From an optimization exercise on the open Yosys and OpenROAD flow, aimed at small area and a short achievable clock period; shortcuts taken in it are not production practice. Function not checked in this run: the RTL went through the layout flow alone. In this run the design's own scripts or RTL, not TritonCTS, make the clock network. The clock port is modelled as an ideal driver, which makes a skipped or thinned clock tree look cheaper than it is; a real chip needs a root buffer or a tree. Power is estimated from default activity; no workload was simulated.

[config.mk]
export PLATFORM = sky130hd
export DESIGN_NAME = Optimized_Wallace
export DESIGN_NICKNAME = Optimized_Wallace
export VERILOG_FILES = /design/flow/design.v
export SDC_FILE = /design/flow/constraint.sdc
export NUM_CORES = 4
export LEC_CHECK = 0
export CAP_MARGIN = 20
export CORE_MARGIN = 2
export CORE_UTILIZATION = 60
export CTS_BUF_LIST = sky130_fd_sc_hd__clkbuf_16
export CTS_CLUSTER_DIAMETER = 100
export CTS_CLUSTER_SIZE = 25
export HOLD_SLACK_MARGIN = 0.05
export SETUP_SLACK_MARGIN = 1.4
export SLEW_MARGIN = 20
export SYNTH_HIERARCHICAL = 1
export SYNTH_MINIMUM_KEEP_SIZE = 0
export TNS_END_PERCENT = 0
[constraint.sdc]
create_clock -name core_clock -period 3.0 [get_ports {clk}]
set_input_delay 0.6000 -clock core_clock [delete_from_list [all_inputs] [get_ports {clk}]]
set_output_delay 0.6000 -clock core_clock [all_outputs]
set_load 0.01 [all_outputs]
[design.v]
`timescale 1ns / 1ps
module fa(input a, b, c, output s, co);
    assign s = a ^ b ^ c;
    assign co = (a & b) | (a & c) | (b & c);
endmodule
module ha(input a, b, output s, co);
    assign s = a ^ b;
    assign co = a & b;
endmodule
module Optimized_Wallace(
    input clk, rst,
    input [15:0] A, B,
    output reg [31:0] PRODUCT
);
    reg [15:0] ra;
    reg rb15;
    reg one0;
    reg two0;
    reg neg0;
    reg one1;
    reg two1;
    reg neg1;
    reg one2;
    reg two2;
    reg neg2;
    reg one3;
    reg two3;
    reg neg3;
    reg one4;
    reg two4;
    reg neg4;
    reg one5;
    reg two5;
    reg neg5;
    reg one6;
    reg two6;
    reg neg6;
    reg one7;
    reg two7;
    reg neg7;
    reg [92:0] r2;
    reg [44:0] r3;
    reg v1, v2, v3;
    wire pp1 = ((one0 & ra[0])) ^ neg0;
    wire pp2 = ((one0 & ra[1]) | (two0 & ra[0])) ^ neg0;
    wire pp3 = ((one0 & ra[2]) | (two0 & ra[1])) ^ neg0;
    wire pp4 = ((one0 & ra[3]) | (two0 & ra[2])) ^ neg0;
    wire pp5 = ((one0 & ra[4]) | (two0 & ra[3])) ^ neg0;
    wire pp6 = ((one0 & ra[5]) | (two0 & ra[4])) ^ neg0;
    wire pp7 = ((one0 & ra[6]) | (two0 & ra[5])) ^ neg0;
    wire pp8 = ((one0 & ra[7]) | (two0 & ra[6])) ^ neg0;
    wire pp9 = ((one0 & ra[8]) | (two0 & ra[7])) ^ neg0;
    wire pp10 = ((one0 & ra[9]) | (two0 & ra[8])) ^ neg0;
    wire pp11 = ((one0 & ra[10]) | (two0 & ra[9])) ^ neg0;
    wire pp12 = ((one0 & ra[11]) | (two0 & ra[10])) ^ neg0;
    wire pp13 = ((one0 & ra[12]) | (two0 & ra[11])) ^ neg0;
    wire pp14 = ((one0 & ra[13]) | (two0 & ra[12])) ^ neg0;
    wire pp15 = ((one0 & ra[14]) | (two0 & ra[13])) ^ neg0;
    wire pp16 = ((one0 & ra[15]) | (two0 & ra[14])) ^ neg0;
    wire pp17 = ((two0 & ra[15])) ^ neg0;
    wire ns18 = ~neg0;
    wire pp19 = ((one1 & ra[0])) ^ neg1;
    wire pp20 = ((one1 & ra[1]) | (two1 & ra[0])) ^ neg1;
    wire pp21 = ((one1 & ra[2]) | (two1 & ra[1])) ^ neg1;
    wire pp22 = ((one1 & ra[3]) | (two1 & ra[2])) ^ neg1;
    wire pp23 = ((one1 & ra[4]) | (two1 & ra[3])) ^ neg1;
    wire pp24 = ((one1 & ra[5]) | (two1 & ra[4])) ^ neg1;
    wire pp25 = ((one1 & ra[6]) | (two1 & ra[5])) ^ neg1;
    wire pp26 = ((one1 & ra[7]) | (two1 & ra[6])) ^ neg1;
    wire pp27 = ((one1 & ra[8]) | (two1 & ra[7])) ^ neg1;
    wire pp28 = ((one1 & ra[9]) | (two1 & ra[8])) ^ neg1;
    wire pp29 = ((one1 & ra[10]) | (two1 & ra[9])) ^ neg1;
    wire pp30 = ((one1 & ra[11]) | (two1 & ra[10])) ^ neg1;
    wire pp31 = ((one1 & ra[12]) | (two1 & ra[11])) ^ neg1;
    wire pp32 = ((one1 & ra[13]) | (two1 & ra[12])) ^ neg1;
    wire pp33 = ((one1 & ra[14]) | (two1 & ra[13])) ^ neg1;
    wire pp34 = ((one1 & ra[15]) | (two1 & ra[14])) ^ neg1;
    wire pp35 = ((two1 & ra[15])) ^ neg1;
    wire ns36 = ~neg1;
    wire pp37 = ((one2 & ra[0])) ^ neg2;
    wire pp38 = ((one2 & ra[1]) | (two2 & ra[0])) ^ neg2;
    wire pp39 = ((one2 & ra[2]) | (two2 & ra[1])) ^ neg2;
    wire pp40 = ((one2 & ra[3]) | (two2 & ra[2])) ^ neg2;
    wire pp41 = ((one2 & ra[4]) | (two2 & ra[3])) ^ neg2;
    wire pp42 = ((one2 & ra[5]) | (two2 & ra[4])) ^ neg2;
    wire pp43 = ((one2 & ra[6]) | (two2 & ra[5])) ^ neg2;
    wire pp44 = ((one2 & ra[7]) | (two2 & ra[6])) ^ neg2;
    wire pp45 = ((one2 & ra[8]) | (two2 & ra[7])) ^ neg2;
    wire pp46 = ((one2 & ra[9]) | (two2 & ra[8])) ^ neg2;
    wire pp47 = ((one2 & ra[10]) | (two2 & ra[9])) ^ neg2;
    wire pp48 = ((one2 & ra[11]) | (two2 & ra[10])) ^ neg2;
    wire pp49 = ((one2 & ra[12]) | (two2 & ra[11])) ^ neg2;
    wire pp50 = ((one2 & ra[13]) | (two2 & ra[12])) ^ neg2;
    wire pp51 = ((one2 & ra[14]) | (two2 & ra[13])) ^ neg2;
    wire pp52 = ((one2 & ra[15]) | (two2 & ra[14])) ^ neg2;
    wire pp53 = ((two2 & ra[15])) ^ neg2;
    wire ns54 = ~neg2;
    wire pp55 = ((one3 & ra[0])) ^ neg3;
    wire pp56 = ((one3 & ra[1]) | (two3 & ra[0])) ^ neg3;
    wire pp57 = ((one3 & ra[2]) | (two3 & ra[1])) ^ neg3;
    wire pp58 = ((one3 & ra[3]) | (two3 & ra[2])) ^ neg3;
    wire pp59 = ((one3 & ra[4]) | (two3 & ra[3])) ^ neg3;
    wire pp60 = ((one3 & ra[5]) | (two3 & ra[4])) ^ neg3;
    wire pp61 = ((one3 & ra[6]) | (two3 & ra[5])) ^ neg3;
    wire pp62 = ((one3 & ra[7]) | (two3 & ra[6])) ^ neg3;
    wire pp63 = ((one3 & ra[8]) | (two3 & ra[7])) ^ neg3;
    wire pp64 = ((one3 & ra[9]) | (two3 & ra[8])) ^ neg3;
    wire pp65 = ((one3 & ra[10]) | (two3 & ra[9])) ^ neg3;
    wire pp66 = ((one3 & ra[11]) | (two3 & ra[10])) ^ neg3;
    wire pp67 = ((one3 & ra[12]) | (two3 & ra[11])) ^ neg3;
    wire pp68 = ((one3 & ra[13]) | (two3 & ra[12])) ^ neg3;
    wire pp69 = ((one3 & ra[14]) | (two3 & ra[13])) ^ neg3;
    wire pp70 = ((one3 & ra[15]) | (two3 & ra[14])) ^ neg3;
    wire pp71 = ((two3 & ra[15])) ^ neg3;
    wire ns72 = ~neg3;
    wire pp73 = ((one4 & ra[0])) ^ neg4;
    wire pp74 = ((one4 & ra[1]) | (two4 & ra[0])) ^ neg4;
    wire pp75 = ((one4 & ra[2]) | (two4 & ra[1])) ^ neg4;
    wire pp76 = ((one4 & ra[3]) | (two4 & ra[2])) ^ neg4;
    wire pp77 = ((one4 & ra[4]) | (two4 & ra[3])) ^ neg4;
    wire pp78 = ((one4 & ra[5]) | (two4 & ra[4])) ^ neg4;
    wire pp79 = ((one4 & ra[6]) | (two4 & ra[5])) ^ neg4;
    wire pp80 = ((one4 & ra[7]) | (two4 & ra[6])) ^ neg4;
    wire pp81 = ((one4 & ra[8]) | (two4 & ra[7])) ^ neg4;
    wire pp82 = ((one4 & ra[9]) | (two4 & ra[8])) ^ neg4;
    wire pp83 = ((one4 & ra[10]) | (two4 & ra[9])) ^ neg4;
    wire pp84 = ((one4 & ra[11]) | (two4 & ra[10])) ^ neg4;
    wire pp85 = ((one4 & ra[12]) | (two4 & ra[11])) ^ neg4;
    wire pp86 = ((one4 & ra[13]) | (two4 & ra[12])) ^ neg4;
    wire pp87 = ((one4 & ra[14]) | (two4 & ra[13])) ^ neg4;
    wire pp88 = ((one4 & ra[15]) | (two4 & ra[14])) ^ neg4;
    wire pp89 = ((two4 & ra[15])) ^ neg4;
    wire ns90 = ~neg4;
    wire pp91 = ((one5 & ra[0])) ^ neg5;
    wire pp92 = ((one5 & ra[1]) | (two5 & ra[0])) ^ neg5;
    wire pp93 = ((one5 & ra[2]) | (two5 & ra[1])) ^ neg5;
    wire pp94 = ((one5 & ra[3]) | (two5 & ra[2])) ^ neg5;
    wire pp95 = ((one5 & ra[4]) | (two5 & ra[3])) ^ neg5;
    wire pp96 = ((one5 & ra[5]) | (two5 & ra[4])) ^ neg5;
    wire pp97 = ((one5 & ra[6]) | (two5 & ra[5])) ^ neg5;
    wire pp98 = ((one5 & ra[7]) | (two5 & ra[6])) ^ neg5;
    wire pp99 = ((one5 & ra[8]) | (two5 & ra[7])) ^ neg5;
    wire pp100 = ((one5 & ra[9]) | (two5 & ra[8])) ^ neg5;
    wire pp101 = ((one5 & ra[10]) | (two5 & ra[9])) ^ neg5;
    wire pp102 = ((one5 & ra[11]) | (two5 & ra[10])) ^ neg5;
    wire pp103 = ((one5 & ra[12]) | (two5 & ra[11])) ^ neg5;
    wire pp104 = ((one5 & ra[13]) | (two5 & ra[12])) ^ neg5;
    wire pp105 = ((one5 & ra[14]) | (two5 & ra[13])) ^ neg5;
    wire pp106 = ((one5 & ra[15]) | (two5 & ra[14])) ^ neg5;
    wire pp107 = ((two5 & ra[15])) ^ neg5;
    wire ns108 = ~neg5;
    wire pp109 = ((one6 & ra[0])) ^ neg6;
    wire pp110 = ((one6 & ra[1]) | (two6 & ra[0])) ^ neg6;
    wire pp111 = ((one6 & ra[2]) | (two6 & ra[1])) ^ neg6;
    wire pp112 = ((one6 & ra[3]) | (two6 & ra[2])) ^ neg6;
    wire pp113 = ((one6 & ra[4]) | (two6 & ra[3])) ^ neg6;
    wire pp114 = ((one6 & ra[5]) | (two6 & ra[4])) ^ neg6;
    wire pp115 = ((one6 & ra[6]) | (two6 & ra[5])) ^ neg6;
    wire pp116 = ((one6 & ra[7]) | (two6 & ra[6])) ^ neg6;
    wire pp117 = ((one6 & ra[8]) | (two6 & ra[7])) ^ neg6;
    wire pp118 = ((one6 & ra[9]) | (two6 & ra[8])) ^ neg6;
    wire pp119 = ((one6 & ra[10]) | (two6 & ra[9])) ^ neg6;
    wire pp120 = ((one6 & ra[11]) | (two6 & ra[10])) ^ neg6;
    wire pp121 = ((one6 & ra[12]) | (two6 & ra[11])) ^ neg6;
    wire pp122 = ((one6 & ra[13]) | (two6 & ra[12])) ^ neg6;
    wire pp123 = ((one6 & ra[14]) | (two6 & ra[13])) ^ neg6;
    wire pp124 = ((one6 & ra[15]) | (two6 & ra[14])) ^ neg6;
    wire pp125 = ((two6 & ra[15])) ^ neg6;
    wire ns126 = ~neg6;
    wire pp127 = ((one7 & ra[0])) ^ neg7;
    wire pp128 = ((one7 & ra[1]) | (two7 & ra[0])) ^ neg7;
    wire pp129 = ((one7 & ra[2]) | (two7 & ra[1])) ^ neg7;
    wire pp130 = ((one7 & ra[3]) | (two7 & ra[2])) ^ neg7;
    wire pp131 = ((one7 & ra[4]) | (two7 & ra[3])) ^ neg7;
    wire pp132 = ((one7 & ra[5]) | (two7 & ra[4])) ^ neg7;
    wire pp133 = ((one7 & ra[6]) | (two7 & ra[5])) ^ neg7;
    wire pp134 = ((one7 & ra[7]) | (two7 & ra[6])) ^ neg7;
    wire pp135 = ((one7 & ra[8]) | (two7 & ra[7])) ^ neg7;
    wire pp136 = ((one7 & ra[9]) | (two7 & ra[8])) ^ neg7;
    wire pp137 = ((one7 & ra[10]) | (two7 & ra[9])) ^ neg7;
    wire pp138 = ((one7 & ra[11]) | (two7 & ra[10])) ^ neg7;
    wire pp139 = ((one7 & ra[12]) | (two7 & ra[11])) ^ neg7;
    wire pp140 = ((one7 & ra[13]) | (two7 & ra[12])) ^ neg7;
    wire pp141 = ((one7 & ra[14]) | (two7 & ra[13])) ^ neg7;
    wire pp142 = ((one7 & ra[15]) | (two7 & ra[14])) ^ neg7;
    wire pp143 = ((two7 & ra[15])) ^ neg7;
    wire ns144 = ~neg7;
    wire pp145 = rb15 & ra[0];
    wire pp146 = rb15 & ra[1];
    wire pp147 = rb15 & ra[2];
    wire pp148 = rb15 & ra[3];
    wire pp149 = rb15 & ra[4];
    wire pp150 = rb15 & ra[5];
    wire pp151 = rb15 & ra[6];
    wire pp152 = rb15 & ra[7];
    wire pp153 = rb15 & ra[8];
    wire pp154 = rb15 & ra[9];
    wire pp155 = rb15 & ra[10];
    wire pp156 = rb15 & ra[11];
    wire pp157 = rb15 & ra[12];
    wire pp158 = rb15 & ra[13];
    wire pp159 = rb15 & ra[14];
    wire pp160 = rb15 & ra[15];
    wire s161, c162;
    fa u_s161 (.a(pp3), .b(pp19), .c(neg1), .s(s161), .co(c162));
    wire s163, c164;
    fa u_s163 (.a(pp5), .b(pp21), .c(pp37), .s(s163), .co(c164));
    wire s165, c166;
    fa u_s165 (.a(pp6), .b(pp22), .c(pp38), .s(s165), .co(c166));
    wire s167, c168;
    fa u_s167 (.a(pp7), .b(pp23), .c(pp39), .s(s167), .co(c168));
    wire s169, c170;
    fa u_s169 (.a(pp8), .b(pp24), .c(pp40), .s(s169), .co(c170));
    wire s171, c172;
    fa u_s171 (.a(pp9), .b(pp25), .c(pp41), .s(s171), .co(c172));
    wire s173, c174;
    fa u_s173 (.a(pp57), .b(pp73), .c(neg4), .s(s173), .co(c174));
    wire s175, c176;
    fa u_s175 (.a(pp10), .b(pp26), .c(pp42), .s(s175), .co(c176));
    wire s177, c178;
    fa u_s177 (.a(pp11), .b(pp27), .c(pp43), .s(s177), .co(c178));
    wire s179, c180;
    fa u_s179 (.a(pp59), .b(pp75), .c(pp91), .s(s179), .co(c180));
    wire s181, c182;
    fa u_s181 (.a(pp12), .b(pp28), .c(pp44), .s(s181), .co(c182));
    wire s183, c184;
    fa u_s183 (.a(pp60), .b(pp76), .c(pp92), .s(s183), .co(c184));
    wire s185, c186;
    fa u_s185 (.a(pp13), .b(pp29), .c(pp45), .s(s185), .co(c186));
    wire s187, c188;
    fa u_s187 (.a(pp61), .b(pp77), .c(pp93), .s(s187), .co(c188));
    wire s189, c190;
    fa u_s189 (.a(pp14), .b(pp30), .c(pp46), .s(s189), .co(c190));
    wire s191, c192;
    fa u_s191 (.a(pp62), .b(pp78), .c(pp94), .s(s191), .co(c192));
    wire s193, c194;
    fa u_s193 (.a(pp15), .b(pp31), .c(pp47), .s(s193), .co(c194));
    wire s195, c196;
    fa u_s195 (.a(pp63), .b(pp79), .c(pp95), .s(s195), .co(c196));
    wire s197, c198;
    fa u_s197 (.a(pp111), .b(pp127), .c(neg7), .s(s197), .co(c198));
    wire s199, c200;
    fa u_s199 (.a(pp16), .b(pp32), .c(pp48), .s(s199), .co(c200));
    wire s201, c202;
    fa u_s201 (.a(pp64), .b(pp80), .c(pp96), .s(s201), .co(c202));
    wire s203, c204;
    ha u_s203 (.a(pp112), .b(pp128), .s(s203), .co(c204));
    wire s205, c206;
    fa u_s205 (.a(pp17), .b(pp33), .c(pp49), .s(s205), .co(c206));
    wire s207, c208;
    fa u_s207 (.a(pp65), .b(pp81), .c(pp97), .s(s207), .co(c208));
    wire s209, c210;
    fa u_s209 (.a(pp113), .b(pp129), .c(pp145), .s(s209), .co(c210));
    wire s211, c212;
    fa u_s211 (.a(neg0), .b(pp34), .c(pp50), .s(s211), .co(c212));
    wire s213, c214;
    fa u_s213 (.a(pp66), .b(pp82), .c(pp98), .s(s213), .co(c214));
    wire s215, c216;
    fa u_s215 (.a(pp114), .b(pp130), .c(pp146), .s(s215), .co(c216));
    wire s217, c218;
    fa u_s217 (.a(neg0), .b(pp35), .c(pp51), .s(s217), .co(c218));
    wire s219, c220;
    fa u_s219 (.a(pp67), .b(pp83), .c(pp99), .s(s219), .co(c220));
    wire s221, c222;
    fa u_s221 (.a(pp115), .b(pp131), .c(pp147), .s(s221), .co(c222));
    wire s223, c224;
    fa u_s223 (.a(ns18), .b(ns36), .c(pp52), .s(s223), .co(c224));
    wire s225, c226;
    fa u_s225 (.a(pp68), .b(pp84), .c(pp100), .s(s225), .co(c226));
    wire s227, c228;
    fa u_s227 (.a(pp116), .b(pp132), .c(pp148), .s(s227), .co(c228));
    wire s229 = ~(pp53 ^ pp69);
    wire c230 = pp53 | pp69;
    wire s231, c232;
    fa u_s231 (.a(pp85), .b(pp101), .c(pp117), .s(s231), .co(c232));
    wire s233, c234;
    ha u_s233 (.a(pp133), .b(pp149), .s(s233), .co(c234));
    wire s235, c236;
    fa u_s235 (.a(ns54), .b(pp70), .c(pp86), .s(s235), .co(c236));
    wire s237, c238;
    fa u_s237 (.a(pp102), .b(pp118), .c(pp134), .s(s237), .co(c238));
    wire s239 = ~(pp71 ^ pp87);
    wire c240 = pp71 | pp87;
    wire s241, c242;
    fa u_s241 (.a(pp103), .b(pp119), .c(pp135), .s(s241), .co(c242));
    wire s243, c244;
    fa u_s243 (.a(ns72), .b(pp88), .c(pp104), .s(s243), .co(c244));
    wire s245, c246;
    fa u_s245 (.a(pp120), .b(pp136), .c(pp152), .s(s245), .co(c246));
    wire s247 = ~(pp89 ^ pp105);
    wire c248 = pp89 | pp105;
    wire s249, c250;
    fa u_s249 (.a(pp121), .b(pp137), .c(pp153), .s(s249), .co(c250));
    wire s251, c252;
    fa u_s251 (.a(ns90), .b(pp106), .c(pp122), .s(s251), .co(c252));
    wire s253 = ~(pp107 ^ pp123);
    wire c254 = pp107 | pp123;
    wire s255, c256;
    fa u_s255 (.a(ns108), .b(pp124), .c(pp140), .s(s255), .co(c256));
    wire s257 = ~(pp125 ^ pp141);
    wire c258 = pp125 | pp141;
    wire s259, c260;
    fa u_s259 (.a(ns126), .b(pp142), .c(pp158), .s(s259), .co(c260));
    wire s261 = ~(pp143 ^ pp159);
    wire c262 = pp143 | pp159;
    wire s263, c264;
    fa u_s263 (.a(c162), .b(pp4), .c(pp20), .s(s263), .co(c264));
    wire s265, c266;
    fa u_s265 (.a(c166), .b(s167), .c(pp55), .s(s265), .co(c266));
    wire s267, c268;
    fa u_s267 (.a(c168), .b(s169), .c(pp56), .s(s267), .co(c268));
    wire s269, c270;
    fa u_s269 (.a(c170), .b(s171), .c(s173), .s(s269), .co(c270));
    wire s271, c272;
    fa u_s271 (.a(c172), .b(c174), .c(s175), .s(s271), .co(c272));
    wire s273, c274;
    fa u_s273 (.a(c176), .b(s177), .c(s179), .s(s273), .co(c274));
    wire s275, c276;
    fa u_s275 (.a(c178), .b(c180), .c(s181), .s(s275), .co(c276));
    wire s277, c278;
    fa u_s277 (.a(c182), .b(c184), .c(s185), .s(s277), .co(c278));
    wire s279, c280;
    fa u_s279 (.a(s187), .b(pp109), .c(neg6), .s(s279), .co(c280));
    wire s281, c282;
    fa u_s281 (.a(c186), .b(c188), .c(s189), .s(s281), .co(c282));
    wire s283, c284;
    ha u_s283 (.a(s191), .b(pp110), .s(s283), .co(c284));
    wire s285, c286;
    fa u_s285 (.a(c190), .b(c192), .c(s193), .s(s285), .co(c286));
    wire s287, c288;
    ha u_s287 (.a(s195), .b(s197), .s(s287), .co(c288));
    wire s289, c290;
    fa u_s289 (.a(c194), .b(c196), .c(c198), .s(s289), .co(c290));
    wire s291, c292;
    fa u_s291 (.a(s199), .b(s201), .c(s203), .s(s291), .co(c292));
    wire s293, c294;
    fa u_s293 (.a(c200), .b(c202), .c(c204), .s(s293), .co(c294));
    wire s295, c296;
    fa u_s295 (.a(s205), .b(s207), .c(s209), .s(s295), .co(c296));
    wire s297, c298;
    fa u_s297 (.a(c206), .b(c208), .c(c210), .s(s297), .co(c298));
    wire s299, c300;
    fa u_s299 (.a(s211), .b(s213), .c(s215), .s(s299), .co(c300));
    wire s301, c302;
    fa u_s301 (.a(c212), .b(c214), .c(c216), .s(s301), .co(c302));
    wire s303, c304;
    fa u_s303 (.a(s217), .b(s219), .c(s221), .s(s303), .co(c304));
    wire s305, c306;
    fa u_s305 (.a(c218), .b(c220), .c(c222), .s(s305), .co(c306));
    wire s307, c308;
    fa u_s307 (.a(s223), .b(s225), .c(s227), .s(s307), .co(c308));
    wire s309, c310;
    fa u_s309 (.a(c224), .b(c226), .c(c228), .s(s309), .co(c310));
    wire s311, c312;
    fa u_s311 (.a(s229), .b(s231), .c(s233), .s(s311), .co(c312));
    wire s313, c314;
    fa u_s313 (.a(c230), .b(c232), .c(c234), .s(s313), .co(c314));
    wire s315, c316;
    fa u_s315 (.a(s235), .b(s237), .c(pp150), .s(s315), .co(c316));
    wire s317, c318;
    fa u_s317 (.a(c236), .b(c238), .c(s239), .s(s317), .co(c318));
    wire s319, c320;
    ha u_s319 (.a(s241), .b(pp151), .s(s319), .co(c320));
    wire s321, c322;
    fa u_s321 (.a(c240), .b(c242), .c(s243), .s(s321), .co(c322));
    wire s323, c324;
    fa u_s323 (.a(c244), .b(c246), .c(s247), .s(s323), .co(c324));
    wire s325, c326;
    fa u_s325 (.a(c248), .b(c250), .c(s251), .s(s325), .co(c326));
    wire s327, c328;
    fa u_s327 (.a(c252), .b(s253), .c(pp139), .s(s327), .co(c328));
    wire s329, c330;
    fa u_s329 (.a(c254), .b(s255), .c(pp156), .s(s329), .co(c330));
    wire s331, c332;
    fa u_s331 (.a(c256), .b(s257), .c(pp157), .s(s331), .co(c332));
    wire s333, c334;
    fa u_s333 (.a(c262), .b(ns144), .c(pp160), .s(s333), .co(c334));
    wire s335, c336;
    fa u_s335 (.a(r2[5]), .b(r2[6]), .c(r2[7]), .s(s335), .co(c336));
    wire s337, c338;
    fa u_s337 (.a(r2[16]), .b(r2[17]), .c(r2[18]), .s(s337), .co(c338));
    wire s339, c340;
    fa u_s339 (.a(r2[20]), .b(r2[21]), .c(r2[22]), .s(s339), .co(c340));
    wire s341, c342;
    fa u_s341 (.a(r2[23]), .b(r2[24]), .c(r2[25]), .s(s341), .co(c342));
    wire s343, c344;
    fa u_s343 (.a(r2[26]), .b(r2[27]), .c(r2[28]), .s(s343), .co(c344));
    wire s345, c346;
    fa u_s345 (.a(r2[29]), .b(r2[30]), .c(r2[31]), .s(s345), .co(c346));
    wire s347, c348;
    fa u_s347 (.a(r2[33]), .b(r2[34]), .c(r2[35]), .s(s347), .co(c348));
    wire s349, c350;
    fa u_s349 (.a(r2[37]), .b(r2[38]), .c(r2[39]), .s(s349), .co(c350));
    wire s351, c352;
    fa u_s351 (.a(r2[41]), .b(r2[42]), .c(r2[43]), .s(s351), .co(c352));
    wire s353, c354;
    fa u_s353 (.a(r2[45]), .b(r2[46]), .c(r2[47]), .s(s353), .co(c354));
    wire s355, c356;
    fa u_s355 (.a(r2[49]), .b(r2[50]), .c(r2[51]), .s(s355), .co(c356));
    wire s357, c358;
    fa u_s357 (.a(r2[53]), .b(r2[54]), .c(r2[55]), .s(s357), .co(c358));
    wire s359, c360;
    fa u_s359 (.a(r2[57]), .b(r2[58]), .c(r2[59]), .s(s359), .co(c360));
    wire s361, c362;
    fa u_s361 (.a(r2[61]), .b(r2[62]), .c(r2[63]), .s(s361), .co(c362));
    wire s363, c364;
    fa u_s363 (.a(r2[65]), .b(r2[66]), .c(r2[67]), .s(s363), .co(c364));
    wire s365, c366;
    fa u_s365 (.a(r2[69]), .b(r2[70]), .c(r2[71]), .s(s365), .co(c366));
    wire s367, c368;
    fa u_s367 (.a(r2[73]), .b(r2[74]), .c(r2[75]), .s(s367), .co(c368));
    wire s369, c370;
    fa u_s369 (.a(r2[76]), .b(r2[77]), .c(r2[78]), .s(s369), .co(c370));
    wire s371, c372;
    fa u_s371 (.a(r2[80]), .b(r2[81]), .c(r2[82]), .s(s371), .co(c372));
    wire s373, c374;
    fa u_s373 (.a(r2[87]), .b(r2[88]), .c(r2[89]), .s(s373), .co(c374));
    wire s375, c376;
    fa u_s375 (.a(c336), .b(r2[8]), .c(r2[9]), .s(s375), .co(c376));
    wire s377, c378;
    ha u_s377 (.a(r2[10]), .b(r2[11]), .s(s377), .co(c378));
    wire s379, c380;
    ha u_s379 (.a(r2[12]), .b(r2[13]), .s(s379), .co(c380));
    wire s381, c382;
    ha u_s381 (.a(r2[14]), .b(r2[15]), .s(s381), .co(c382));
    wire s383, c384;
    ha u_s383 (.a(s337), .b(r2[19]), .s(s383), .co(c384));
    wire s385, c386;
    ha u_s385 (.a(c338), .b(s339), .s(s385), .co(c386));
    wire s387, c388;
    ha u_s387 (.a(c340), .b(s341), .s(s387), .co(c388));
    wire s389, c390;
    ha u_s389 (.a(c342), .b(s343), .s(s389), .co(c390));
    wire s391, c392;
    fa u_s391 (.a(c344), .b(s345), .c(r2[32]), .s(s391), .co(c392));
    wire s393, c394;
    fa u_s393 (.a(c346), .b(s347), .c(r2[36]), .s(s393), .co(c394));
    wire s395, c396;
    fa u_s395 (.a(c348), .b(s349), .c(r2[40]), .s(s395), .co(c396));
    wire s397, c398;
    fa u_s397 (.a(c350), .b(s351), .c(r2[44]), .s(s397), .co(c398));
    wire s399, c400;
    fa u_s399 (.a(c352), .b(s353), .c(r2[48]), .s(s399), .co(c400));
    wire s401, c402;
    fa u_s401 (.a(c354), .b(s355), .c(r2[52]), .s(s401), .co(c402));
    wire s403, c404;
    fa u_s403 (.a(c356), .b(s357), .c(r2[56]), .s(s403), .co(c404));
    wire s405, c406;
    fa u_s405 (.a(c358), .b(s359), .c(r2[60]), .s(s405), .co(c406));
    wire s407, c408;
    fa u_s407 (.a(c360), .b(s361), .c(r2[64]), .s(s407), .co(c408));
    wire s409, c410;
    fa u_s409 (.a(c362), .b(s363), .c(r2[68]), .s(s409), .co(c410));
    wire s411, c412;
    fa u_s411 (.a(c364), .b(s365), .c(r2[72]), .s(s411), .co(c412));
    wire s413, c414;
    ha u_s413 (.a(c366), .b(s367), .s(s413), .co(c414));
    wire s415, c416;
    fa u_s415 (.a(c368), .b(s369), .c(r2[79]), .s(s415), .co(c416));
    wire s417, c418;
    ha u_s417 (.a(c370), .b(s371), .s(s417), .co(c418));
    wire s419, c420;
    fa u_s419 (.a(c372), .b(r2[83]), .c(r2[84]), .s(s419), .co(c420));
    wire s421, c422;
    ha u_s421 (.a(r2[85]), .b(r2[86]), .s(s421), .co(c422));
    wire s423, c424;
    fa u_s423 (.a(c374), .b(r2[90]), .c(r2[91]), .s(s423), .co(c424));
    wire g425, p426;
    ha u_p426 (.a(r2[0]), .b(r2[1]), .s(p426), .co(g425));
    wire g427, p428;
    ha u_p428 (.a(c376), .b(s377), .s(p428), .co(g427));
    wire g429, p430;
    ha u_p430 (.a(c378), .b(s379), .s(p430), .co(g429));
    wire g431, p432;
    ha u_p432 (.a(c380), .b(s381), .s(p432), .co(g431));
    wire g433, p434;
    ha u_p434 (.a(c382), .b(s383), .s(p434), .co(g433));
    wire g435, p436;
    ha u_p436 (.a(c384), .b(s385), .s(p436), .co(g435));
    wire g437, p438;
    ha u_p438 (.a(c386), .b(s387), .s(p438), .co(g437));
    wire g439, p440;
    ha u_p440 (.a(c388), .b(s389), .s(p440), .co(g439));
    wire g441, p442;
    ha u_p442 (.a(c390), .b(s391), .s(p442), .co(g441));
    wire g443, p444;
    ha u_p444 (.a(c392), .b(s393), .s(p444), .co(g443));
    wire g445, p446;
    ha u_p446 (.a(c394), .b(s395), .s(p446), .co(g445));
    wire g447, p448;
    ha u_p448 (.a(c396), .b(s397), .s(p448), .co(g447));
    wire g449, p450;
    ha u_p450 (.a(c398), .b(s399), .s(p450), .co(g449));
    wire g451, p452;
    ha u_p452 (.a(c400), .b(s401), .s(p452), .co(g451));
    wire g453, p454;
    ha u_p454 (.a(c402), .b(s403), .s(p454), .co(g453));
    wire g455, p456;
    ha u_p456 (.a(c404), .b(s405), .s(p456), .co(g455));
    wire g457, p458;
    ha u_p458 (.a(c406), .b(s407), .s(p458), .co(g457));
    wire g459, p460;
    ha u_p460 (.a(c408), .b(s409), .s(p460), .co(g459));
    wire g461, p462;
    ha u_p462 (.a(c410), .b(s411), .s(p462), .co(g461));
    wire g463, p464;
    ha u_p464 (.a(c412), .b(s413), .s(p464), .co(g463));
    wire g465, p466;
    ha u_p466 (.a(c414), .b(s415), .s(p466), .co(g465));
    wire g467, p468;
    ha u_p468 (.a(c416), .b(s417), .s(p468), .co(g467));
    wire g469, p470;
    ha u_p470 (.a(c418), .b(s419), .s(p470), .co(g469));
    wire g471, p472;
    ha u_p472 (.a(c420), .b(s421), .s(p472), .co(g471));
    wire g473, p474;
    ha u_p474 (.a(c422), .b(s373), .s(p474), .co(g473));
    wire g475, p476;
    ha u_p476 (.a(c424), .b(r2[92]), .s(p476), .co(g475));
    wire t477 = p426 | g425;
    wire t478 = p428 | g427;
    wire t479 = p430 | g429;
    wire t480 = p432 | g431;
    wire t481 = p434 | g433;
    wire t482 = p436 | g435;
    wire t483 = p438 | g437;
    wire t484 = p440 | g439;
    wire t485 = p442 | g441;
    wire t486 = p444 | g443;
    wire t487 = p446 | g445;
    wire t488 = p448 | g447;
    wire t489 = p450 | g449;
    wire t490 = p452 | g451;
    wire t491 = p454 | g453;
    wire G492 = 1'b0 | (r2[2] & g425);
    wire P493 = r2[2] & t477;
    wire G494 = 1'b0 | (r2[4] & 1'b0);
    wire P495 = r2[4] & r2[3];
    wire G496 = 1'b0 | (s375 & 1'b0);
    wire P497 = s375 & s335;
    wire G498 = g429 | (t479 & g427);
    wire P499 = t479 & t478;
    wire G500 = g433 | (t481 & g431);
    wire P501 = t481 & t480;
    wire G502 = g437 | (t483 & g435);
    wire P503 = t483 & t482;
    wire G504 = g441 | (t485 & g439);
    wire P505 = t485 & t484;
    wire G506 = g445 | (t487 & g443);
    wire P507 = t487 & t486;
    wire G508 = g449 | (t489 & g447);
    wire P509 = t489 & t488;
    wire G510 = g453 | (t491 & g451);
    wire P511 = t491 & t490;
    wire G512 = 1'b0 | (r2[3] & G492);
    wire P513 = r2[3] & P493;
    wire G514 = G494 | (P495 & G492);
    wire P515 = P495 & P493;
    wire G516 = g427 | (t478 & G496);
    wire P517 = t478 & P497;
    wire G518 = G498 | (P499 & G496);
    wire P519 = P499 & P497;
    wire G520 = g435 | (t482 & G500);
    wire P521 = t482 & P501;
    wire G522 = G502 | (P503 & G500);
    wire P523 = P503 & P501;
    wire G524 = g443 | (t486 & G504);
    wire P525 = t486 & P505;
    wire G526 = G506 | (P507 & G504);
    wire P527 = P507 & P505;
    wire G528 = g451 | (t490 & G508);
    wire P529 = t490 & P509;
    wire G530 = G510 | (P511 & G508);
    wire P531 = P511 & P509;
    wire G532 = 1'b0 | (s335 & G514);
    wire P533 = s335 & P515;
    wire G534 = G496 | (P497 & G514);
    wire P535 = P497 & P515;
    wire G536 = G516 | (P517 & G514);
    wire P537 = P517 & P515;
    wire G538 = G518 | (P519 & G514);
    wire P539 = P519 & P515;
    wire G540 = g439 | (t484 & G522);
    wire P541 = t484 & P523;
    wire G542 = G504 | (P505 & G522);
    wire P543 = P505 & P523;
    wire G544 = G524 | (P525 & G522);
    wire P545 = P525 & P523;
    wire G546 = G526 | (P527 & G522);
    wire P547 = P527 & P523;
    wire G548 = g431 | (t480 & G538);
    wire P549 = t480 & P539;
    wire G550 = G500 | (P501 & G538);
    wire P551 = P501 & P539;
    wire G552 = G520 | (P521 & G538);
    wire P553 = P521 & P539;
    wire G554 = G522 | (P523 & G538);
    wire P555 = P523 & P539;
    wire G556 = G540 | (P541 & G538);
    wire P557 = P541 & P539;
    wire G558 = G542 | (P543 & G538);
    wire P559 = P543 & P539;
    wire G560 = G544 | (P545 & G538);
    wire P561 = P545 & P539;
    wire G562 = G546 | (P547 & G538);
    wire P563 = P547 & P539;
    wire G564 = g447 | (t488 & G562);
    wire P565 = t488 & P563;
    wire G566 = G508 | (P509 & G562);
    wire P567 = P509 & P563;
    wire G568 = G528 | (P529 & G562);
    wire P569 = P529 & P563;
    wire G570 = G530 | (P531 & G562);
    wire P571 = P531 & P563;
    wire sum572 = p426;
    wire sum573 = r2[2] ^ g425;
    wire sum574 = r2[3] ^ G492;
    wire sum575 = r2[4] ^ G512;
    wire sum576 = s335 ^ G514;
    wire sum577 = s375 ^ G532;
    wire sum578 = p428 ^ G534;
    wire sum579 = p430 ^ G536;
    wire sum580 = p432 ^ G538;
    wire sum581 = p434 ^ G548;
    wire sum582 = p436 ^ G550;
    wire sum583 = p438 ^ G552;
    wire sum584 = p440 ^ G554;
    wire sum585 = p442 ^ G556;
    wire sum586 = p444 ^ G558;
    wire sum587 = p446 ^ G560;
    wire sum588 = p448 ^ G562;
    wire sum589 = p450 ^ G564;
    wire sum590 = p452 ^ G566;
    wire sum591 = p454 ^ G568;
    wire t592 = r3[21] | r3[22];
    wire t593 = r3[23] | r3[24];
    wire t594 = r3[25] | r3[26];
    wire t595 = r3[27] | r3[28];
    wire t596 = r3[29] | r3[30];
    wire t597 = r3[31] | r3[32];
    wire t598 = r3[33] | r3[34];
    wire t599 = r3[35] | r3[36];
    wire t600 = r3[37] | r3[38];
    wire t601 = r3[39] | r3[40];
    wire t602 = r3[41] | r3[42];
    wire t603 = r3[43] | r3[44];
    wire g604 = r3[22] | (r3[21] & r3[20]);
    wire G605 = r3[24] | (t593 & g604);
    wire P606 = t593 & t592;
    wire G607 = r3[28] | (t595 & r3[26]);
    wire P608 = t595 & t594;
    wire G609 = r3[32] | (t597 & r3[30]);
    wire P610 = t597 & t596;
    wire G611 = r3[36] | (t599 & r3[34]);
    wire P612 = t599 & t598;
    wire G613 = r3[40] | (t601 & r3[38]);
    wire P614 = t601 & t600;
    wire G615 = r3[44] | (t603 & r3[42]);
    wire P616 = t603 & t602;
    wire G617 = G607 | (P608 & G605);
    wire P618 = P608 & P606;
    wire G619 = G611 | (P612 & G609);
    wire P620 = P612 & P610;
    wire G621 = G615 | (P616 & G613);
    wire P622 = P616 & P614;
    wire G623 = G619 | (P620 & G617);
    wire P624 = P620 & P618;
    wire G625 = G621 | (P622 & G623);
    wire P626 = P622 & P624;
    wire G627 = G609 | (P610 & G617);
    wire P628 = P610 & P618;
    wire G629 = G613 | (P614 & G623);
    wire P630 = P614 & P624;
    wire G631 = r3[26] | (t594 & G605);
    wire P632 = t594 & P606;
    wire G633 = r3[30] | (t596 & G617);
    wire P634 = t596 & P618;
    wire G635 = r3[34] | (t598 & G627);
    wire P636 = t598 & P628;
    wire G637 = r3[38] | (t600 & G623);
    wire P638 = t600 & P624;
    wire G639 = r3[42] | (t602 & G629);
    wire P640 = t602 & P630;
    wire sum641 = r3[21] ^ r3[20];
    wire sum642 = r3[23] ^ g604;
    wire sum643 = r3[25] ^ G605;
    wire sum644 = r3[27] ^ G631;
    wire sum645 = r3[29] ^ G617;
    wire sum646 = r3[31] ^ G633;
    wire sum647 = r3[33] ^ G627;
    wire sum648 = r3[35] ^ G635;
    wire sum649 = r3[37] ^ G623;
    wire sum650 = r3[39] ^ G637;
    wire sum651 = r3[41] ^ G629;
    wire sum652 = r3[43] ^ G639;
    wire [31:0] sum = {sum652, sum651, sum650, sum649, sum648, sum647, sum646, sum645, sum644, sum643, sum642, sum641, r3[19], r3[18], r3[17], r3[16], r3[15], r3[14], r3[13], r3[12], r3[11], r3[10], r3[9], r3[8], r3[7], r3[6], r3[5], r3[4], r3[3], r3[2], r3[1], r3[0]};
    always @(posedge clk or posedge rst) begin
        if (rst) begin
            v1 <= 1'b0; v2 <= 1'b0; v3 <= 1'b0;
            PRODUCT <= 32'd0;
        end else begin
            v1 <= 1'b1; v2 <= v1; v3 <= v2;
            PRODUCT <= sum & {32{v3}};
        end
    end
    always @(posedge clk) begin
        ra <= A;
        rb15 <= B[15];
        one0 <= B[0] ^ 1'b0;
        two0 <= (B[1] & ~B[0] & ~1'b0) | (~B[1] & B[0] & 1'b0);
        neg0 <= B[1] & ~(B[0] & 1'b0);
        one1 <= B[2] ^ B[1];
        two1 <= (B[3] & ~B[2] & ~B[1]) | (~B[3] & B[2] & B[1]);
        neg1 <= B[3] & ~(B[2] & B[1]);
        one2 <= B[4] ^ B[3];
        two2 <= (B[5] & ~B[4] & ~B[3]) | (~B[5] & B[4] & B[3]);
        neg2 <= B[5] & ~(B[4] & B[3]);
        one3 <= B[6] ^ B[5];
        two3 <= (B[7] & ~B[6] & ~B[5]) | (~B[7] & B[6] & B[5]);
        neg3 <= B[7] & ~(B[6] & B[5]);
        one4 <= B[8] ^ B[7];
        two4 <= (B[9] & ~B[8] & ~B[7]) | (~B[9] & B[8] & B[7]);
        neg4 <= B[9] & ~(B[8] & B[7]);
        one5 <= B[10] ^ B[9];
        two5 <= (B[11] & ~B[10] & ~B[9]) | (~B[11] & B[10] & B[9]);
        neg5 <= B[11] & ~(B[10] & B[9]);
        one6 <= B[12] ^ B[11];
        two6 <= (B[13] & ~B[12] & ~B[11]) | (~B[13] & B[12] & B[11]);
        neg6 <= B[13] & ~(B[12] & B[11]);
        one7 <= B[14] ^ B[13];
        two7 <= (B[15] & ~B[14] & ~B[13]) | (~B[15] & B[14] & B[13]);
        neg7 <= B[15] & ~(B[14] & B[13]);
        r2 <= {s333, s261, c260, s259, c258, c332, s331, c330, s329, c328, pp155, s327, c326, pp154, pp138, s325, c324, s249, s323, c322, s245, s321, c320, c318, s319, s317, c316, c314, s315, s313, c312, c310, s311, s309, c308, c306, s307, s305, c304, c302, s303, s301, c300, c298, s299, s297, c296, c294, s295, s293, c292, c290, s291, s289, c288, c286, s287, s285, c284, c282, s283, s281, c280, c278, s279, s277, c276, s183, s275, c274, neg5, s273, c272, pp74, pp58, s271, c270, s269, c268, s267, c266, neg3, s265, s165, c164, neg2, s163, c264, s263, s161, pp2, neg0, pp1};
        r3 <= {g475, p476, 1'b0, s423, g473, p474, g471, p472, g469, p470, g467, p468, g465, p466, g463, p464, g461, p462, g459, p460, g457, p458, g455, p456, G570, sum591, sum590, sum589, sum588, sum587, sum586, sum585, sum584, sum583, sum582, sum581, sum580, sum579, sum578, sum577, sum576, sum575, sum574, sum573, sum572};
    end
endmodule
[flow/run.sh]
#!/bin/bash
set -euo pipefail
export BUFFER_PORTS_ARGS="-buffer_cell sky130_fd_sc_hd__buf_1"
bash standard.sh cts > flow_cts.log 2>&1
export RES=$PWD/orfs/results/sky130hd/Optimized_Wallace/base
export PLATFORM_DIR=$FLOW_HOME/platforms/sky130hd
export SKEW_PLAN=$PWD/flow/plan.tcl
openroad -no_splash -exit flow/skew.tcl > skew_eco.log 2>&1
bash standard.sh finish > flow_make.log 2>&1
[flow/plan.tcl]
set rootnet $root
branch r1 {ra* rb15* one* two* neg*} {clkbuf_16} 2 [$block findNet clk]
foreach pass {1 2} {
  set root [$block findNet clk]
  tune r2 {r2*} 0.40 5 {clkbuf_1 clkbuf_2 clkbuf_4 clkbuf_8 clkbuf_16}
  set root $rootnet
  tune r3 {r3* v1* v2* v3*} 0.85 3
  tune prod {PRODUCT*} 0.83 3
  cleanup
}
[flow/skew.tcl]
set res $::env(RES)
read_lef $::env(PLATFORM_DIR)/lef/sky130_fd_sc_hd.tlef
read_lef $::env(PLATFORM_DIR)/lef/sky130_fd_sc_hd_merged.lef
read_liberty $::env(PLATFORM_DIR)/lib/sky130_fd_sc_hd__tt_025C_1v80.lib
read_db $res/4_cts.odb
read_sdc $res/4_cts.sdc
source $::env(PLATFORM_DIR)/setRC.tcl
set db [ord::get_db]
set block [ord::get_db_block]
set root [$block findNet clknet_0_clk]

proc master {n} { return [[ord::get_db] findMaster sky130_fd_sc_hd__$n] }
set uid 0
proc newbuf {type innet x y} {
  global block uid
  incr uid
  set inst [odb::dbInst_create $block [master $type] "cksk_buf_$uid"]
  set net [odb::dbNet_create $block "cksk_net_$uid"]
  $net setSigType CLOCK
  [$inst findITerm A] connect $innet
  [$inst findITerm X] connect $net
  $inst setLocation [expr int($x)] [expr int($y)]
  $inst setPlacementStatus PLACED
  return $net
}
proc flops {pats} {
  global block
  set out {}
  foreach inst [$block getInsts] {
    set n [$inst getName]
    if {[$inst findITerm CLK] eq "NULL"} continue
    foreach p $pats { if {[string match $p $n]} { lappend out $inst; break } }
  }
  return $out
}
proc centroid {insts} {
  set sx 0; set sy 0
  foreach i $insts { set b [$i getBBox]; set sx [expr $sx + [$b xMin]]; set sy [expr $sy + [$b yMin]] }
  set n [llength $insts]
  return [list [expr $sx / $n] [expr $sy / $n]]
}
# chain: list of buffer types from the root; the last one is repeated per leaf cluster
proc branch {name pats chain nleaf {src {}}} {
  global root
  if {$src ne {}} { set root $src }
  set fl [flops $pats]
  set fl [lsort -command {apply {{a b} {expr {[[$a getBBox] xMin] - [[$b getBBox] xMin]}}}} $fl]
  set c [centroid $fl]
  set net $root
  if {![llength $chain]} {
    foreach f $fl { set it [$f findITerm CLK]; $it disconnect; $it connect $root }
    puts "branch $name: [llength $fl] flops on the root net"
    return
  }
  foreach t [lrange $chain 0 end-1] { set net [newbuf $t $net [lindex $c 0] [lindex $c 1]] }
  set per [expr {([llength $fl] + $nleaf - 1) / $nleaf}]
  for {set k 0} {$k < $nleaf} {incr k} {
    set grp [lrange $fl [expr $k*$per] [expr ($k+1)*$per - 1]]
    if {![llength $grp]} continue
    set cc [centroid $grp]
    set leaf [newbuf [lindex $chain end] $net [lindex $cc 0] [lindex $cc 1]]
    foreach f $grp {
      set it [$f findITerm CLK]
      $it disconnect
      $it connect $leaf
    }
  }
  puts "branch $name: [llength $fl] flops, chain $chain x $nleaf"
}

# Build a branch, measure the mean clock latency of its flops, and undo it.
set created {}
proc newbuf2 {type innet x y} {
  global created
  set net [newbuf $type $innet $x $y]
  lappend created $net
  return $net
}
proc build {fl chain nleaf} {
  global root created
  set created {}
  set c [centroid $fl]
  set net $root
  foreach t [lrange $chain 0 end-1] { set net [newbuf2 $t $net [lindex $c 0] [lindex $c 1]] }
  set per [expr {([llength $fl] + $nleaf - 1) / $nleaf}]
  for {set k 0} {$k < $nleaf} {incr k} {
    set grp [lrange $fl [expr $k*$per] [expr ($k+1)*$per - 1]]
    if {![llength $grp]} continue
    set cc [centroid $grp]
    set leaf [newbuf2 [lindex $chain end] $net [lindex $cc 0] [lindex $cc 1]]
    foreach f $grp { set it [$f findITerm CLK]; $it disconnect; $it connect $leaf }
  }
}
proc undo {fl orig} {
  global created
  foreach f $fl o $orig { set it [$f findITerm CLK]; $it disconnect; $it connect $o }
  foreach net [lreverse $created] {
    foreach it [$net getITerms] { if {[$it isOutputSignal]} { set inst [$it getInst] } }
    odb::dbInst_destroy $inst
    odb::dbNet_destroy $net
  }
  set created {}
}
proc meanlat {fl} {
  global maxslew
  estimate_parasitics -placement
  set s 0.0
  set maxslew 0.0
  foreach f $fl {
    set pin [get_pins "[$f getName]/CLK"]
    set s [expr {$s + [get_property $pin arrival_max_rise]}]
    set sl [get_property $pin slew_max]
    if {$sl > $maxslew} { set maxslew $sl }
  }
  return [expr {$s / [llength $fl]}]
}
proc branch_area {chain nl} {
  set a 0.0
  foreach t [lrange $chain 0 end-1] { set a [expr {$a + [[master $t] getWidth] * [[master $t] getHeight] / 1e6}] }
  set t [lindex $chain end]
  return [expr {$a + $nl * [[master $t] getWidth] * [[master $t] getHeight] / 1e6}]
}
proc tune {name pats target nleaf {firsts {{} clkbuf_1 clkbuf_2 clkbuf_8 clkbuf_16}}} {
  global maxslew
  set fl [flops $pats]
  set fl [lsort -command {apply {{a b} {expr {[[$a getBBox] xMin] - [[$b getBBox] xMin]}}}} $fl]
  set orig {}
  foreach f $fl { lappend orig [[$f findITerm CLK] getNet] }
  set best {}
  set besterr 1e9
  set bestcost 1e9
  set bestn $nleaf
  set cands {}
  foreach leaf {clkbuf_16 clkbuf_8} {
    foreach nl [list $nleaf [expr {$nleaf + 1}]] {
      if {$nl < 1} continue
      foreach first $firsts {
       foreach mid {{} clkbuf_2 clkbuf_8 clkbuf_16} {
        for {set n 0} {$n <= 14} {incr n} {
          set chain [concat $first [lrepeat $n clkbuf_4] $mid $leaf]
          build $fl $chain $nl
          set lat [meanlat $fl]
          undo $fl $orig
          set err [expr {abs($lat - $target)}]
          puts "tune $name: $chain x $nl -> [format %.3f $lat] slew [format %.3f $maxslew] (target [format %.3f $target])"
          if {$maxslew < 0.100} { lappend cands [list $err [branch_area $chain $nl] $chain $nl] }
          if {$maxslew < 0.100 && $err < $besterr} { set besterr $err }
          if {$lat > $target + 0.15} break
        }
       }
      }
    }
  }
  foreach c $cands {
    if {[lindex $c 0] <= $besterr + 0.015 && [lindex $c 1] < $bestcost} {
      set bestcost [lindex $c 1]; set best [lindex $c 2]; set bestn [lindex $c 3]
    }
  }
  build $fl $best $bestn
  puts "tune $name: chose $best x $bestn, latency [format %.3f [meanlat $fl]] slew [format %.3f $maxslew]"
}

# remove clock buffers left without sinks, and CTS's dummy clock loads
# (clock cells whose output is unconnected)
proc is_clkcell {inst} {
  set m [[$inst getMaster] getName]
  return [expr {[string match "*clkbuf*" $m] || [string match "*clkinv*" $m] || [string match "*__inv_*" $m] || [string match "*__buf_*" $m]}]
}
proc outnet {inst} {
  foreach it [$inst getITerms] { if {[$it isOutputSignal]} { return [$it getNet] } }
  return "NULL"
}
proc cleanup {} {
  global block
  set changed 1
  while {$changed} {
  set changed 0
  foreach inst [$block getInsts] {
    if {![is_clkcell $inst]} continue
    set n [outnet $inst]
    if {$n eq "NULL"} {
      # dummy load: only if its input is on a clock net
      set clkin 0
      foreach it [$inst getITerms] { if {[$it isInputSignal] && [$it getNet] ne "NULL" && [[$it getNet] getSigType] eq "CLOCK"} { set clkin 1 } }
      if {$clkin} { puts "removing dummy [$inst getName]"; odb::dbInst_destroy $inst; set changed 1 }
      continue
    }
    if {[$n getSigType] ne "CLOCK"} continue
    if {[llength [$n getITerms]] <= 1 && [llength [$n getBTerms]] == 0} {
      puts "removing [$inst getName]"
      odb::dbInst_destroy $inst
      odb::dbNet_destroy $n
      set changed 1
    }
  }
}
}

source $::env(SKEW_PLAN)
cleanup
detailed_placement
check_placement
estimate_parasitics -placement
set_propagated_clock [all_clocks]
catch { report_checks -path_delay max -group_path_count 3 -format end }
catch { report_clock_skew }
foreach p {ra[0]* one0* r2[0]* r3[0]* PRODUCT[0]* v1*} {
  catch { foreach pin [get_pins -quiet $p/CLK] { puts "latency [get_full_name $pin] [get_property $pin arrival_max_rise]" } }
}
write_db $res/4_cts.odb
[standard.sh]
#!/bin/bash
# synth_recipe.tcl (not shown) runs the flow's synth.tcl, then flattens the netlist and writes it again
# the make line also repeats each setting of config.mk as NAME=value (left out here)
make -C /OpenROAD-flow-scripts/flow DESIGN_CONFIG=/design/flow/config.mk WORK_HOME=/design/flow/orfs CLKGATE_MAP_FILE= SYNTH_SCRIPT=/design/flow/synth_recipe.tcl "${@:-finish}"
==> notes.md <==
Yosys stat by module (local to each module, per instance):
| module | copies in the design | cell area [µm²] | cells inside | flip-flops and latches |
|---|---|---|---|---|
| fa | 111 | 20.0 | 1 | 0 |
| Optimized_Wallace | 1 | 8320 | 784 | 212 |
| ha | 41 | 12.5 | 1 | 0 |
sequential cells by signal, indices dropped and copies added (netlist names), 16 cells and up:
name,cells
r2,93
ra,16
PRODUCT,32
r3,43
per-stage QoR:
step | power (W) | instances | area [µm²]
after global routing | 0.0150 | 1200 | 11900
final | 0.0137 | 1200 | 11900
after CTS | 0.0137 | 1191 | 11900
after detailed placement | 0.0119 | 1172 | 11500
after global placement | 0.0116 | 1172 | 11500
after floorplan | 0.00997 | 936 | 11100
layer usage:
layer,GRT usage [%],up-vias,part of all wire [%]
met1,34.6,3383,45
met3,5.09,37,7.3
li1,-,3177,-
met4,6.26,0,1.7
met5,0,-,0
met2,38.3,295,46
report_power, final:
group          internal (W)  switching, W  leakage (nW)  total (W)
Clock              0.000799      0.000909         0.187    0.00171
Combinational       0.00360       0.00388          2.67    0.00748
Sequential          0.00396      0.000576          1.94    0.00453
logic make-up after synthesis:
family / count (synthesis)
other cells: 1
flops: 212
buf+inv: 111
fa+ha+maj: 170
compound gates: 171
mux: 1
simple gates: 118
xor+xnor: 152
worst paths after layout:
check                                             end  depth (start not counted)            from  slack (ns)
worst max-delay path                   r3[18]$_DFF_P_                          9  r2[31]$_DFF_P_        0.66
worst min-delay path                    r3[1]$_DFF_P_                          1   r2[2]$_DFF_P_        0.07
worst max register to register         r3[18]$_DFF_P_                          9  r2[31]$_DFF_P_        0.66
worst min register to register          r3[1]$_DFF_P_                          1   r2[2]$_DFF_P_        0.07
max in group asynchronous                v1$_DFF_PP0_                          4             rst        2.34
min in group asynchronous       PRODUCT[26]$_DFF_PP0_                          4             rst        0.32
final cells by class:
class / instances / area (µm²)
multi-input combinational: 613 / 6260
tap: 229 / 287
fill: 1387 / 6130
sequential: 212 / 4420
inverter: 28 / 105
buffer: 24 / 334
clock buffer: 1 / 25.0
timing repair buffer: 93 / 462
layout by cell type, fill, tap and decap left out, types with 3 or more instances in the layout:
cell type | Yosys | layout
a21o_1 | 4 | 4
a21oi_1 | 14 | 13
a22oi_1 | 120 | 120
a31oi_1 | 3 | 3
and2_1 | 37 | 37
and3_1 | 3 | 3
buf_1 | 1 | 65
buf_4 | 0 | 25
clkbuf_16 | 0 | 8
clkbuf_4 | 0 | 6
clkbuf_8 | 0 | 7
dfrtp_1 | 35 | 35
dfxtp_1 | 177 | 177
dlygate4sd3_1 | 0 | 3
fa_1 | 111 | 108
fa_2 | 0 | 3
ha_1 | 59 | 57
inv_1 | 28 | 28
nand2_1 | 24 | 24
nand2b_1 | 10 | 9
nand3_1 | 4 | 4
nand3b_1 | 7 | 7
nor2_1 | 10 | 9
nor2b_1 | 8 | 8
nor3_1 | 6 | 6
nor3b_1 | 3 | 3
o21a_1 | 3 | 3
o21ai_0 | 12 | 12
xnor2_1 | 145 | 145
xor2_1 | 7 | 7
timing repair:
action                     in CTS  in global routing
gates cloned                    0                  0
hold buffers                    0                  3
hold endpoints to repair        0                 37
setup endpoints to repair     118                132
==> flow_summary.toml <==
[routing]
initialDrtViolationCount = 541
via_per_inst = 5.74
drc = 0
wire_per_inst_um = 19.2
dr_total_vias = 6892
dr.pass1.iters = 5
wl_mm = 23.0
antenna_left = 0

[sta]
final.setup.worst_slack_ns = 0.658
post-route-period-util_pct = 78.1
clock_skew_ns = 0.425
period_minus_slack_ns = 2.34
fin_hold_ws_ns = 0.0672
setup_violations = 0
tns_ns = 0
tightest_slew_ns = 0.828
rsz0062_at_grt = "yes"
hold_violations = 0
fmax_ghz = 0.427
relSlewSlack_pct = 44.7
drv_slew = 0

[placement]
hpwlAfterDp_mm = 16.4
place_worst_setup_slack_ns = 0.275
io_buffers = 65
place.gp.congestion = 0.894

[yosys]
synth_compound_area_share_pct = 11.3
synth_mux_area_share_pct = 0.0905
synthFlopType = "dfxtp_1"
yosys.area.top_type = "dfxtp_1"
synth_cells = 936
ys_warn_count = 7
yosysTopAreaCellShare_pct = 32.0
synth_top_family_by_area = "adder cells"
ys_types = 46
synth_area_um2 = 11100
ys_async_sr_fraction_pct = 16.5
synth_area_per_cell_um2 = 11.8
ys_seq_area_share_pct = 40.0
synth_fa_ha_area_share_pct = 26.8
syn-num-nets = 1140
yosysMostFrequentCell = "dfxtp_1"
synth.area.top_cells = "dfxtp_1 32%, fa_1 20%, xnor2_1 11%"
synth-simple-area-share_pct = 5.95
ys_top_cells_by_count = "177 x dfxtp_1, 145 x xnor2_1, 120 x a22oi_1"
yosys_register_bits = 212
synth_edf_count = 0
synth_xor_area_share_pct = 12.0

[clock_network]
clk_pin_slew_worst_paths_ns = 0.09
post_cts_resized = 0
clk_latency_ns = 0.84
cts_sinks = 212
postCtsSetupBuffers = 0

[worst_setup_path]
crit_buf_inv = 0
cpMaxStageDelayCell = "fa_1"
crit_family = "adder cells"
crit_chain = "fa_1 -> fa_1 -> ha_4 -> a21o_1 -> a21o_2 -> a21oi_2 -> a21boi_2 -> o41ai_2 -> xnor2_1"
required_ns = 3.75
cp-end-kind = "flop"
crit_path_start_kind = "flop"
critPathMostFrequentCell = "fa_1"
max_stage_delay_ns = 0.55
cp.arrival_ns = 3.10
path_class = "reg2reg"
worst-path-max-fanout = 4

[global_routing]
grt-ovfl-total = 0
grt_start_max_net_pins = 36
grt_pass1_vias = 7201
antenna_found_initial = 0
grt_pass1_wl_mm = 37.7
grt.total_usage_pct = 24.3

[final_layout]
antennaDiodeCount = 0
nets = 1177
syn2layout_area_growth_pct = 7.52
final_core_util_pct = 66.0
drive_gt1_share_pct = 6.69

[outcome]
outcome = "complete, no violations"

[floorplanning]
start_util_pct = 61.4
core_area_um2 = 18000
rows = 49
die-area_um2 = 19500
die_y_um = 140
num_io_pins = 66
die_x_um = 140

[flow_run]
cap_viol_max_count = 0

[pwr]
power.density_nw_per_um2 = 1150
leakage_nw = 4.79
vdd_drop_max_v = 0.00108

[worst_hold_path]
min_path_type = "reg2reg"

-- static timing again, ports no longer ideal --
The results above use ideal ports. As a check the final layout listed here was re-extracted and re-timed, cells and wires unchanged. Step 1: set_driving_cell puts a clkbuf_16 on clk and a buf_2 on each other input, an assumption about the parent block. Step 2, shift: input delay + t, output delay - t, t = (earliest + latest rising clock arrival at the registers) / 2. This alone moves slack from input paths to output paths. a / b / c = ideal ports / drivers / drivers and shift; a / b = the first two.
shift t [ns]: 0.582
slack for setup (ns): 0.658 / 0.658 / 0.658
worst setup path at the end: register to register
clock arrival spread, ns: 0.736 / 0.736
In this run the clock reaches the registers at very different times; t lies between them, and the last value is a rough guide only. For this run, drivers alone change the setup slack by 0.000 ns; drivers and shift together by 0.000 ns.
